This design comes from an exercise in tuning for small area on the open sky130 flow, not from production work. In this exercise RTL edits were held to simulation tests only and were not proved equivalent to the original. Power is estimated from default activity; no workload was simulated.

## myDAC
module myDAC(input CLOCK,input rst,input [3:0] frequencyPlaceValue,
input [3:0] dutycycle,
input minOrMax,input [2:0] mode,input [1:0] waveform,
input btnC,input btnD,input btnL,
input btnR,input btnU,
input load_B,
output [3:0] an, output dp, output [6:0] seg,
output [3:0] JA,output LED,output warning);
export LEC_CHECK = 0
export ABC_AREA = 1
export CAP_MARGIN = 20
export CORE_MARGIN = 2
export CORE_UTILIZATION = 55
export CTS_CLUSTER_DIAMETER = 500
export CTS_CLUSTER_SIZE = 30
export SLEW_MARGIN = 20
create_clock -name core_clock -period 110.0 [get_ports {CLOCK}]
standard.sh (not shown) runs the stock make flow with config.mk's settings and CLKGATE_MAP_FILE= SYNTH_SCRIPT=/design/flow/synth_recipe.tcl, a recipe that flattens the netlist after the stock synthesis.
==> flow/flow/run.sh <==
#!/bin/bash
# Standard synthesis, then the combinational logic is re-mapped for area
# with a stronger ABC script (flip-flops untouched), then the standard
# layout from that netlist.
set -euo pipefail
W=$PWD
R=$W/orfs/results/$FLOW_PLATFORM/myDAC/base
bash standard.sh synth > $W/synth_standard.log 2>&1
cp $R/1_2_yosys.v $W/standard_1_2_yosys.v
LIB=$FLOW_HOME/platforms/sky130hd/lib/sky130_fd_sc_hd__tt_025C_1v80.lib \
DONTUSE=$W/flow/dontuse.txt IN_V=$W/standard_1_2_yosys.v TOP=$FLOW_TOP OUTDIR=$W \
OUT_V=$W/reopt_1_2_yosys.v ABC_SCRIPT=$W/flow/area.abc \
  yosys -c $W/flow/reopt.tcl > $W/reopt.log 2>&1
cp $W/reopt_1_2_yosys.v $R/1_2_yosys.v
rm -f $R/1_synth.odb
bash standard.sh > $W/layout_standard.log 2>&1
Other scripts of this flow, unchanged in this note and not shown: flow/flow/area.abc, flow/flow/dontuse.txt, flow/flow/reopt.tcl
The starting point went through all stages and came out clean.
Then changed:
- CTS_CLUSTER_SIZE: 30 -> 25
Clock-buffer cell count grows by 3.
Worst setup slack loses 0.027 ns.
Cell area increases slightly.
Die area is unchanged.
Power is higher by a few percent.
Routed wire length rose slightly.
Clock power came out higher by roughly a tenth.
Synthesized cell count does not change.
Clock skew grows by 0.0047 ns.
Sequential cell count stays the same.
Then changed:
- CTS_CLUSTER_DIAMETER: 500 -> 150
- CTS_CLUSTER_SIZE: 25 -> 30
Outcome: The changed run ran to the end with no violations; die area stays the same; first-iteration DRC count grows by 2.3%; power shrinks by 2.5%; synthesized cell count stays the same; utilization shrinks by 0.38 points; combinational power hardly moves.

Another version of the RTL of myDAC (not shown whole).
Size: roughly 2200 cells after synthesis, roughly 18000 µm² of cells after synthesis.
clock: 110.0 ns
lec_check: 0
abc_area: 1
cap_margin: 20
core_margin: 2
core_utilization: 55
cts_buf_list: sky130_fd_sc_hd__clkbuf_8 sky130_fd_sc_hd__clkbuf_16
cts_cluster_diameter: 500
cts_cluster_size: 25
slew_margin: 20
==> flow/flow/run.sh <==
#!/bin/bash
# Standard synthesis, then the combinational logic is re-mapped for area
# with a stronger ABC script (flip-flops untouched), then the standard
# layout from that netlist.
set -euo pipefail
W=$PWD
R=$W/orfs/results/$FLOW_PLATFORM/myDAC/base
bash standard.sh synth > $W/synth_standard.log 2>&1
cp $R/1_2_yosys.v $W/standard_1_2_yosys.v
LIB=$FLOW_HOME/platforms/sky130hd/lib/sky130_fd_sc_hd__tt_025C_1v80.lib \
DONTUSE=$W/flow/dontuse.txt IN_V=$W/standard_1_2_yosys.v TOP=$FLOW_TOP OUTDIR=$W \
OUT_V=$W/reopt_1_2_yosys.v ABC_SCRIPT=$W/flow/area.abc \
  yosys -c $W/flow/reopt.tcl > $W/reopt.log 2>&1
cp $W/reopt_1_2_yosys.v $R/1_2_yosys.v
rm -f $R/1_synth.odb
bash standard.sh finish "BUFFER_PORTS_ARGS=-buffer_cell sky130_fd_sc_hd__buf_1" > $W/layout_standard.log 2>&1
==> flow/flow/area.abc <==
strash
&get -n
&fraig -x
&put
scorr
dc2
dretime
strash
&get -n
&dch -f
&nf -R 1000
&put
Other scripts of this flow, unchanged in this note and not shown: flow/flow/dontuse.txt, flow/flow/reopt.tcl
The baseline completed without violations.
==> next run, changes <==
==> flow/flow/area.abc (replaced) <==
strash
&get -n
&deepsyn -T 900
&put
strash
&get -n
&dch -f
&nf -R 1000
&put
CTS_BUF_LIST = not set   (was sky130_fd_sc_hd__clkbuf_8 sky130_fd_sc_hd__clkbuf_16)
=> Hold slack gets better by 0.011 ns. Setup slack gets better by 1.6 ns. Wire length fell by 2.4%. Synthesized area fell by 3.5%. Synthesized cell count fell by 4.7%. Sequential power fell by about 7%. Maximum frequency rose by 3.3%.
==> next run, changes <==
==> flow/flow/area.abc (replaced) <==
strash
&get -n
&fraig -x
&put
scorr
dc2
dretime
strash
&get -n
&dch -f
&nf -R 1000
&put
CORE_UTILIZATION = 70   (was 55)
What happened:
- The new run went through all stages and came out clean
- area after synthesis rose by 3.6%
- core utilization rose by 15 points
- wire length rose by 2.3%
- die area fell by 18%
- maximum frequency fell by 3.2%
- non-clock buffer count fell by 6
- worst setup slack loses 1.6 ns
- synthesized cell count rose by 5.0%
- global-route usage rose by 5.5 points
- count of clock-buffer cells in the layout rose by 1
- cell count rose by 1.2%

myDAC again, from the RTL that the note above started with.
clock: 110.0 ns
lec_check: 0
abc_area: 1
cap_margin: 20
core_margin: 2
core_utilization: 55
cts_cluster_diameter: 500
cts_cluster_size: 25
slew_margin: 20
==> flow/flow/run.sh <==
#!/bin/bash
# Standard synthesis, then the combinational logic is re-mapped for area
# with stronger ABC scripts (flip-flops untouched: same instances, names and
# cell types); the smallest of the re-mapped netlists is laid out with the
# standard flow.
set -euo pipefail
W=$PWD
R=$W/orfs/results/$FLOW_PLATFORM/myDAC/base
bash standard.sh synth > $W/synth_standard.log 2>&1
cp $R/1_2_yosys.v $W/standard_1_2_yosys.v
LIB=$FLOW_HOME/platforms/sky130hd/lib/sky130_fd_sc_hd__tt_025C_1v80.lib
best=""
bestarea=""
for s in 0 1 2 3; do
  mkdir -p $W/reopt_$s
  sed "s/SEED/$s/" $W/flow/area.abc.in > $W/reopt_$s/area.abc
  LIB=$LIB DONTUSE=$W/flow/dontuse.txt IN_V=$W/standard_1_2_yosys.v TOP=$FLOW_TOP \
  OUTDIR=$W/reopt_$s OUT_V=$W/reopt_$s/netlist.v ABC_SCRIPT=$W/reopt_$s/area.abc \
    yosys -c $W/flow/reopt.tcl > $W/reopt_$s/reopt.log 2>&1 &
done
wait
for s in 0 1 2 3; do
  a=$(awk '/Chip area/ {print $NF}' $W/reopt_$s/reopt_stat.txt 2>/dev/null || true)
  echo "seed $s: area $a" >> $W/reopt_choice.log
  if [[ -n "$a" && -s $W/reopt_$s/netlist.v ]]; then
    if [[ -z "$best" ]] || awk -v a="$a" -v b="$bestarea" 'BEGIN {exit !(a < b)}'; then
      best=$s; bestarea=$a
    fi
  fi
done
echo "chosen: seed $best, area $bestarea" >> $W/reopt_choice.log
if [[ -n "$best" ]]; then
  cp $W/reopt_$best/netlist.v $R/1_2_yosys.v
  rm -f $R/1_synth.odb
fi
bash standard.sh finish "BUFFER_PORTS_ARGS=-buffer_cell sky130_fd_sc_hd__buf_1" > $W/layout_standard.log 2>&1
==> flow/flow/area.abc.in <==
strash
&get -n
&deepsyn -T 420 -S SEED
&put
strash
&get -n
&dch -f
&nf -R 1000
&put
==> flow/flow/reopt.tcl <==
# Re-map the combinational logic of the standard synthesis netlist for area.
# Flip-flops stay as they are (same instances, names and cell types).
yosys -import
set lib $::env(LIB)
set dont [exec cat $::env(DONTUSE)]
read_liberty -wb -ignore_miss_func $lib
blackbox =sky130_fd_sc_hd__df* =sky130_fd_sc_hd__edf* =sky130_fd_sc_hd__sdf* =sky130_fd_sc_hd__sedf* =sky130_fd_sc_hd__dl*
read_verilog $::env(IN_V)
hierarchy -top $::env(TOP)
flatten -wb
opt -purge
eval abc -liberty $lib $dont -script $::env(ABC_SCRIPT)
opt_clean -purge
hilomap -singleton -hicell sky130_fd_sc_hd__conb_1 HI -locell sky130_fd_sc_hd__conb_1 LO
insbuf -buf sky130_fd_sc_hd__buf_4 A X
splitnets
opt_clean -purge
tee -o $::env(OUTDIR)/reopt_stat.txt stat -liberty $lib
write_verilog -noattr -nohex -nodec $::env(OUT_V)
Other scripts of this flow, unchanged in this note and not shown: flow/flow/dontuse.txt
Edit:
==> flow/flow/run.sh (replaced) <==
#!/bin/bash
# Standard synthesis, then the combinational logic is re-mapped for area
# with a stronger ABC script (flip-flops untouched), then the standard
# layout from that netlist.
set -euo pipefail
W=$PWD
R=$W/orfs/results/$FLOW_PLATFORM/myDAC/base
bash standard.sh synth > $W/synth_standard.log 2>&1
cp $R/1_2_yosys.v $W/standard_1_2_yosys.v
LIB=$FLOW_HOME/platforms/sky130hd/lib/sky130_fd_sc_hd__tt_025C_1v80.lib \
DONTUSE=$W/flow/dontuse.txt IN_V=$W/standard_1_2_yosys.v TOP=$FLOW_TOP OUTDIR=$W \
OUT_V=$W/reopt_1_2_yosys.v ABC_SCRIPT=$W/flow/area.abc \
  yosys -c $W/flow/reopt.tcl > $W/reopt.log 2>&1
cp $W/reopt_1_2_yosys.v $R/1_2_yosys.v
rm -f $R/1_synth.odb
bash standard.sh finish "BUFFER_PORTS_ARGS=-buffer_cell sky130_fd_sc_hd__buf_1" > $W/layout_standard.log 2>&1
==> flow/flow/area.abc (new file) <==
strash
&get -n
&fraig -x
&put
scorr
dc2
dretime
strash
&get -n
&dch -f
&nf -R 1000
&put
removed: flow/flow/area.abc.in
Worst setup slack got worse by 1600 ps.
Design area went up by 3.9%.
Via count rises by 4.8%.
Critical path depth rose by 2.

== run A ==
Another version of the RTL of myDAC (not shown whole).
Size: about 3200 cells after synthesis, ~40 I/O pins, about 24000 sq um of cells after synthesis.
// myDAC
module myDAC(input CLOCK,input rst,input [3:0] frequencyPlaceValue,
input [3:0] dutycycle,
input minOrMax,input [2:0] mode,input [1:0] waveform,
input btnC,input btnD,input btnL,
input btnR,input btnU,
input load_B,
output [3:0] an, output dp, output [6:0] seg,
output [3:0] JA,output LED,output warning);
Settings: LEC_CHECK=0, ABC_AREA=1, CAP_MARGIN=20, CORE_MARGIN=2, CORE_UTILIZATION=55, CTS_BUF_LIST=sky130_fd_sc_hd__clkbuf_4, CTS_CLUSTER_SIZE=30, SLEW_MARGIN=20; clock period 110.0 ns.
run.sh (not shown) runs the stock make flow with config.mk's settings and CLKGATE_MAP_FILE= SYNTH_SCRIPT=/design/flow/synth_recipe.tcl, a recipe that flattens the netlist after the stock synthesis.
Stock flow here: none of the scripts above is used.
Run A: done, clean on timing, DRC and antenna
The following lists how run B was set up differently from run A:
Settings: CTS_CLUSTER_SIZE removed (was 30); CTS_BUF_LIST changed from sky130_fd_sc_hd__clkbuf_4 to sky130_fd_sc_hd__clkbuf_2 sky130_fd_sc_hd__clkbuf_4 sky130_fd_sc_hd__clkbuf_8.
Findings:
- Compared with run A, in run B number of diodes now sits lower, post-route minimum period now sits higher.
- Run A leaves more setup margin than run B.
- Power density relative to cell area went up by a few percent going from run A to run B.
- The estimated power of run B ends up higher than the estimate for run A.
- Run B reports its top power consumer group as the clock network while run A reports sequential cells.
- [compare] base=run A new=run B: number of max-slew violations in the final report essentially unchanged, fraction of power consumed by sequential logic fell by 1.9 points, synthesis-to-layout area growth picked up an extra 0.86 points, final period utilization barely changed, core utilization up 0.48 points.
--- input diff run B..run C ---
Settings: CTS_BUF_LIST: sky130_fd_sc_hd__clkbuf_2 sky130_fd_sc_hd__clkbuf_4 sky130_fd_sc_hd__clkbuf_8 -> unset.
Run C: post-layout utilization of the core is 0.31 points lower than what run B reported.
Max clock latency reported for the late side of the worst-skew pair across run C and run B: run B
Summary of run C over run B: final worst slack climbed 42 ps, number of setup violations in the final report barely changed, internal power summed over all cells barely changed, static leakage dropped 1.0%.

-- afterwards: timing with drivers on the ports --
In the flow no input, the clock included, has a driving cell. The finished layouts below were timed again as built, in two steps. Step 1 assumes that a clkbuf_16 drives the clock port and a buf_2 every other input. Step 2 times the ports against the registers' clock, not the clock port: input delays grow and output delays shrink by t, the midpoint of the rising clock arrivals with the driver on. Slacks: ideal ports / drivers / drivers and shift; pairs: ideal ports / drivers.
| run | t, ns | slack for setup (ns) | worst data-port slew with drivers (ns) |
|---|---|---|---|
| the first run of note 1 | 0.568 | 60.249 / 60.208 / 60.208 | 0.07 |
| the second run of note 1 | 0.589 | 60.222 / 60.181 / 60.181 | 0.07 |
| the third run of note 1 | 0.558 | 60.231 / 60.193 / 60.193 | 0.07 |
| the first run of note 2 | 0.581 | 59.698 / 59.651 / 59.651 | 0.06 |
| the second run of note 2 | 0.571 | 61.322 / 61.299 / 61.299 | 0.04 |
| the third run of note 2 | 0.557 | 59.723 / 59.669 / 59.669 | 0.06 |
| the first run of note 3 | 0.575 | 61.324 / 61.298 / 61.298 | 0.11 |
| the second run of note 3 | 0.581 | 59.698 / 59.651 / 59.651 | 0.06 |
| run A | 0.881 | 60.413 / 60.389 / 60.389 | 0.10 |
| run B | 0.709 | 60.371 / 60.347 / 60.347 | 0.10 |
| run C | 0.619 | 60.413 / 60.389 / 60.389 | 0.10 |
After both steps setup and hold are still met in every run listed. For the third run of note 2, which loses most, drivers alone change the setup slack by -0.054 ns; drivers and shift together by -0.054 ns.
